Context: an optimization exercise on an open-source flow, tuned for small area. The choices shown serve that exercise and are no tape-out recipe.
Only simulation tests tie the RTL to the original design; equivalence was not proved.
No activity file was given, so power comes from the tool's default toggle rates.

[flow/design.v]
module top(
    input clk100Mhz, rst,
    input [2:0] btnRaw,
    output [15:13] led,
    output   [3:0] an,
    output   [6:0] seg,
    output         dp
    );
    localparam [1:0] IDLE=0, WAIT=1, CNT=2, STOP=3;
    reg [3:0] ph;
    wire tick = (ph == 4'd10);
    always @(posedge clk100Mhz, posedge rst) begin
        if (rst) ph <= 0;
        else if (tick) ph <= 1;
        else ph <= ph + 1'b1;
    end
    reg [4:0] tc;
    always @(posedge clk100Mhz, posedge rst) begin
        if (rst) tc <= 5'd20;
        else if (tick) begin
            if (tc == 5'd19) tc <= 0;
            else if (tc == 5'd20) tc <= 1;
            else tc <= tc + 1'b1;
        end
    end
    wire [1:0] sel = tc[1:0];
    wire pulse = (ph == 4'd1) && (tc == 5'd0 || tc == 5'd10);
    reg [3:0] dcnt;
    reg [2:0] btnDb;
    always @(posedge clk100Mhz, posedge rst) begin
        if (rst) begin
            dcnt <= 0;
            btnDb <= 0;
        end
        else if (tick) begin
            if (btnRaw == btnDb) dcnt <= 0;
            else if (dcnt >= 9) begin
                btnDb <= btnRaw;
                dcnt <= 0;
            end
            else dcnt <= dcnt + 1'b1;
        end
    end
    reg [2:0] btnPrev;
    always @(posedge clk100Mhz, posedge rst) begin
        if (rst) btnPrev <= 0;
        else btnPrev <= btnDb;
    end
    wire [2:0] btnRise = btnDb & ~btnPrev;
    reg [3:0] step;
    reg [7:0] icnt;
    reg [1:0] cState, nState;
    wire stopTimeout = (cState == STOP) && (step == 4'd1) && (icnt == 8'd249);
    always @(*) begin
        nState = cState;
        case (cState)
            IDLE: if (btnRise[0]) nState = WAIT;
            WAIT: if (btnRise[1]) nState = CNT;
            CNT:  if (btnRise[1]) nState = STOP;
                  else if (btnRise[2]) nState = WAIT;
            STOP: if (btnRise[1]) nState = CNT;
                  else if (btnRise[2]) nState = WAIT;
                  else if (stopTimeout) nState = IDLE;
        endcase
    end
    always @(posedge clk100Mhz, posedge rst) begin
        if (rst) cState <= IDLE;
        else cState <= nState;
    end
    wire idle = (cState == IDLE);
    wire inc = idle || (cState == STOP && pulse);
    always @(posedge clk100Mhz, posedge rst) begin
        if (rst) begin
            icnt <= 0;
            step <= 0;
        end
        else if (!(idle || cState == STOP) || stopTimeout) begin
            icnt <= 0;
            step <= 0;
        end
        else if (inc) begin
            if (icnt == 8'd249) begin
                icnt <= 0;
                step <= step + 1'b1;
            end
            else icnt <= icnt + 1'b1;
        end
    end
    assign led = (cState == WAIT) ? 3'b100 : (cState == CNT) ? 3'b010 :
                 (cState == STOP) ? 3'b001 : 3'b000;
    reg [3:0] u, d0, d1;
    reg [2:0] d2;
    reg [1:0] d3;
    wire wrap = (d3 == 2'd2) && (d2 == 3'd4) && (d1 == 4'd3) && (d0 == 4'd8) && (u == 4'd3);
    always @(posedge clk100Mhz, posedge rst) begin
        if (rst) begin
            u <= 0; d0 <= 0; d1 <= 0; d2 <= 0; d3 <= 0;
        end
        else if (pulse) begin
            if (cState == WAIT || (cState == CNT && wrap)) begin
                u <= 0; d0 <= 0; d1 <= 0; d2 <= 0; d3 <= 0;
            end
            else if (cState == CNT) begin
                if (u == 9) begin
                    u <= 0;
                    if (d0 == 9) begin
                        d0 <= 0;
                        if (d1 == 9) begin
                            d1 <= 0;
                            if (d2 == 5) begin
                                d2 <= 0;
                                d3 <= d3 + 1'b1;
                            end
                            else d2 <= d2 + 1'b1;
                        end
                        else d1 <= d1 + 1'b1;
                    end
                    else d0 <= d0 + 1'b1;
                end
                else u <= u + 1'b1;
            end
        end
    end
    reg [3:0] digit;
    always @(*) begin
        case (sel)
            2'd0: digit = d0;
            2'd1: digit = d1;
            2'd2: digit = {1'b0, d2};
            default: digit = {2'b00, d3};
        endcase
    end
    reg [6:0] segSW;
    always @(*) begin
        case (digit)
            4'd0: segSW = 7'b100_0000;
            4'd1: segSW = 7'b111_1001;
            4'd2: segSW = 7'b010_0100;
            4'd3: segSW = 7'b011_0000;
            4'd4: segSW = 7'b001_1001;
            4'd5: segSW = 7'b001_0010;
            4'd6: segSW = 7'b000_0010;
            4'd7: segSW = 7'b111_1000;
            4'd8: segSW = 7'b000_0000;
            4'd9: segSW = 7'b001_0000;
            default: segSW = 7'b111_1111;
        endcase
    end
    reg [3:0] anIdle;
    reg [6:0] segIdle;
    always @(*) begin
        case (step)
            4'd0:  begin anIdle = 4'b1110; segIdle = 7'b111_1110; end
            4'd1:  begin anIdle = 4'b1100; segIdle = 7'b111_1110; end
            4'd2:  begin anIdle = 4'b1001; segIdle = 7'b111_1110; end
            4'd3:  begin anIdle = 4'b0011; segIdle = 7'b111_1110; end
            4'd4:  begin anIdle = 4'b0111; segIdle = 7'b101_1110; end
            4'd5:  begin anIdle = 4'b0111; segIdle = 7'b100_1111; end
            4'd6:  begin anIdle = 4'b0111; segIdle = 7'b110_0111; end
            4'd7:  begin anIdle = 4'b0011; segIdle = 7'b111_0111; end
            4'd8:  begin anIdle = 4'b1001; segIdle = 7'b111_0111; end
            4'd9:  begin anIdle = 4'b1100; segIdle = 7'b111_0111; end
            4'd10: begin anIdle = 4'b1110; segIdle = 7'b111_0011; end
            4'd11: begin anIdle = 4'b1110; segIdle = 7'b111_1001; end
            4'd12: begin anIdle = 4'b1110; segIdle = 7'b111_1101; end
            default: begin anIdle = 4'b1111; segIdle = 7'b111_1111; end
        endcase
    end
    wire [3:0] anSW = ~(4'b0001 << sel);
    assign an  = idle ? anIdle : anSW;
    assign seg = idle ? segIdle : segSW;
    assign dp  = idle || !sel[0];
endmodule
[flow/run.sh]
#!/bin/bash
# synth_recipe.tcl (not shown) runs the flow's synth.tcl, then flattens the netlist and writes it again
# the make line also repeats each setting of config.mk as NAME=value (left out here)
make -C /OpenROAD-flow-scripts/flow DESIGN_CONFIG=/design/flow/config.mk WORK_HOME=/design/flow/orfs CLKGATE_MAP_FILE= SYNTH_SCRIPT=/design/flow/synth_recipe.tcl finish
[flow/config.mk]
export PLATFORM = sky130hd
export DESIGN_NAME = top
export DESIGN_NICKNAME = top
export VERILOG_FILES = /design/flow/design.v
export SDC_FILE = /design/flow/constraint.sdc
export NUM_CORES = 4
export LEC_CHECK = 0
export CAP_MARGIN = 20
export CORE_MARGIN = 2
export CORE_UTILIZATION = 40
export PLACE_DENSITY = 0.6
export SLEW_MARGIN = 20
[flow/constraint.sdc]
create_clock -name core_clock -period 120.0 [get_ports {clk100Mhz}]
set_input_delay 24.0000 -clock core_clock [delete_from_list [all_inputs] [get_ports {clk100Mhz}]]
set_output_delay 24.0000 -clock core_clock [all_outputs]
set_load 0.01 [all_outputs]
==> flow_metrics.py <==
metrics = {
    "placed_design": {
        "dp_slack_ns": 93.29,
        "place_congestion": 0.862,
        "port_buffers": 19,
        "place_hpwl_um": 5330,
    },
    "sta": {
        "setup_viol": 0,
        "drv_slew": 0,
        "slew_headroom_pct": 39.2,
        "finalSetupTns_ns": 0,
        "worst_pin_slew_ns": 0.908,
        "period_share_pct": 22.5,
        "grt_setup_unrepaired": "no",
        "finClkSkew_ns": 0.00794,
        "fmax_mhz": 37.0,
        "final-hold-violation-count": 0,
        "finalWorstSetupSlack_ns": 92.95,
        "period_minus_slack_ns": 27.05,
    },
    "cells_and_area": {
        "final_common_cell": "dfrtp_1",
        "area_delta_synth_final_pct": 10.7,
        "final_cell_mix": "dfrtp_1 (48), nand2_1 (35), o21ai_0 (31), ha_1 (30)",
        "final_util_pct": 46.2,
        "drive_gt1_share_pct": 8.61,
        "nets": 429,
        "diodes": 0,
    },
    "worst_setup_path": {
        "worstPathCellList": "inv_1 > ha_1 > a222oi_1 > mux2_2 > inv_1 > ha_1 > nand2_1 > a21oi_1 > a2bb2oi_1 > clkdlybuf4s50_1",
        "cpPeakStageDelay_ns": 0.55,
        "worstPathMaxFanout": 7,
        "critPathRequiredTime_ns": 96.00,
        "cp_slowest_cell": "clkdlybuf4s50_1",
        "cp.arrival_ns": 3.05,
        "r2r_cells": 6,
        "crit_family": "buffers and inverters",
        "path_depth": 10,
        "cp-start-kind": "flop",
        "crit_buf_inv": 3,
        "criticalPathCategory": "reg -> out",
        "endpoint_kind": "primary output",
    },
    "yosys": {
        "synth_edf_count": 0,
        "netlist_instances": 383,
        "ys_ff_latch": 50,
        "synth_nets": 418,
        "async_reset_ff_share_pct": 100,
        "ys_top_cells_by_area": "dfrtp_1 (35%), ha_1 (11%), o21ai_0 (4.5%)",
        "synth_flop_cell": "dfrtp_1",
        "yosysTopAreaCellShare_pct": 34.7,
        "seq_area_frac_synth_pct": 36.2,
        "netlist_area_um2": 3460,
        "yosys_warnings": 1,
        "synth_cell_types": 63,
        "avgSynthCellArea_um2": 9.04,
        "yosys.area.top_type": "dfrtp_1",
    },
    "die": {
        "fp.dieH_um": 97.0,
        "fp.dieW_um": 97.0,
        "rows": 33,
        "coreArea_um2": 8300,
        "ios": 20,
        "die_area_um2": 9410,
        "start_util_pct": 41.7,
    },
    "cts": {
        "clock_sinks": 50,
        "clock_path_buffers": 2,
        "postCtsSetupRepairBufs": 0,
        "cts-root-buf": "clkbuf_8",
        "cts.htree.levels": 2,
        "cts_resized": 0,
        "cts_made_buffers": 5,
        "cts.clk_slew.worst_paths_ns": 0.09,
        "postCtsHoldBufs": 0,
        "cts_tree": "built",
        "clk_latency_ns": 0.30,
    },
    "flow_run": {
        "maxCapViolCount": 0,
    },
    "global_routing": {
        "track_usage_pct": 15.8,
        "grt.overflow.total": 0,
        "grt_pass1_wl_um": 12600,
        "grt_pass1_vias": 2694,
        "antenna_found_initial": 0,
        "grt_max_degree": 51,
    },
    "drt": {
        "wirelength_um": 7200,
        "vias_per_cell": 5.60,
        "wl_per_cell_um": 14.4,
        "drc": 0,
        "initialDrtViolationCount": 109,
        "drtPass1Iterations": 4,
        "ant_nets": 0,
        "vias": 2798,
    },
    "hold_path": {
        "hold_depth": 0,
        "min_path_type": "reg -> reg",
    },
    "pwr": {
        "power_density_nw_per_um2": 15.3,
        "worst_ir_drop_vdd_mv": 0.0119,
        "p_leak_nw": 1.62,
    },
    "run_status": {
        "status": "timing/DRC/antenna clean",
    },
}
[final cells by class]
cell class	count	area, µm²
Clock buffer	8	110
Fill cell	799	4470
Sequential cell	50	1250
Inverter	27	101
Timing Repair Buffer	20	198
Multi-Input combinational cell	290	2040
Tap cell	105	131
[cell families after synthesis]
kind of cell / count (synthesis) / share of synthesized area [%]
multiplexers: 14 / 4.27
adder cells (fa/ha/maj): 30 / 10.8
XOR/XNOR: 14 / 3.54
flip-flops: 50 / 36.2
AND/OR/NAND/NOR: 127 / 20.2
buffers and inverters: 43 / 4.92
AO/OA/AOI/OAI: 105 / 20.0
[sequential cells by signal, indices dropped and copies added (netlist names)]
register  count
d0            4
icnt          8
dcnt          4
btnPrev       3
d2            3
step          4
tc            5
d1            4
d3            2
ph            4
cState        2
u             4
btnDb         3
[Yosys cell counts, drive strengths merged (3+ instances only)]
cell    count
and3b       3
xnor2      14
nand2      36
a21oi      23
nor2       26
and4        3
a211oi      4
and4bb      3
nor4        4
mux2i       8
o31ai       4
dfrtp      48
nand2b      7
ha         30
nand3      14
a31oi       6
o21ai      34
buf         5
a41oi       3
a21boi      3
o41ai       4
and2        3
and3        4
clkbuf     11
nand4       3
inv        27
a21o        4
nor2b       6
nor3        5
mux2        6
[report_power, final]
group	total [mW]	leakage (nW)	switching (mW)	internal, mW
Sequential	0.0205	0.656	0.00201	0.0185
Clock	0.0115	0.0575	0.00564	0.00584
Combinational	0.0268	0.908	0.0155	0.0113
[metal layers]
layer / up-vias / GRT usage (%) / wire (µm)
li1: 1408 / - / -
met1: 1350 / 21.0 / 3520
met2: 31 / 27.2 / 3440
met3: 9 / 2.60 / 160
met4: 0 / 3.14 / 83
met5: - / 0 / 0
[path summary, 6_finish.rpt]
check / slack (ns) / start / end
worst max-delay path: 92.95 / tc[0]$_DFFE_PP0N_ / seg[3]
worst min-delay path: 0.43 / btnDb[0]$_DFFE_PP0P_ / btnPrev[0]$_DFF_PP0_
worst max register to register: 117.45 / tc[0]$_DFFE_PP0N_ / d0[0]$_DFFE_PP0P_
worst min register to register: 0.43 / btnDb[0]$_DFFE_PP0P_ / btnPrev[0]$_DFF_PP0_
max in group asynchronous: 95.37 / rst / d0[0]$_DFFE_PP0P_
min in group asynchronous: 24.19 / rst / dcnt[1]$_DFFE_PP0N_
[through the flow]
stage	hold WS [ns]	power (mW)	cell area [µm²]	std cells
after floorplan	0.393	0.0393	3460	383
after global placement	0.399	0.0477	3720	492
after detailed placement	0.408	0.0478	3720	492
after CTS	0.430	0.0595	3830	500
after global routing	0.457	0.0634	3830	500
final	0.426	0.0588	3830	500

-- afterwards: timing with drivers on the ports --
In the flow no input, the clock included, has a driving cell. The finished layout below was timed again as built, in two steps. Step 1 sets driving cells, clkbuf_16 on the clock port and buf_2 on the other inputs (assumed; they add their load-dependent delay and slew). Step 2 adds t to the input delays and takes it off the output delays; t is the mean of the earliest and latest rising clock arrival at the registers after step 1. Input paths then give back, and output paths get back, about the clock's delay inside the block. Three values: no drivers, after step 1, after step 2; two values: the first two.
t, ns: 0.327
slack for setup (ns): 92.950 / 92.919 / 93.246
cell pins on the clock port's net: 1
After both steps this run still meets setup and hold. For this run, drivers alone change the setup slack by -0.031 ns; drivers and shift together by +0.296 ns.
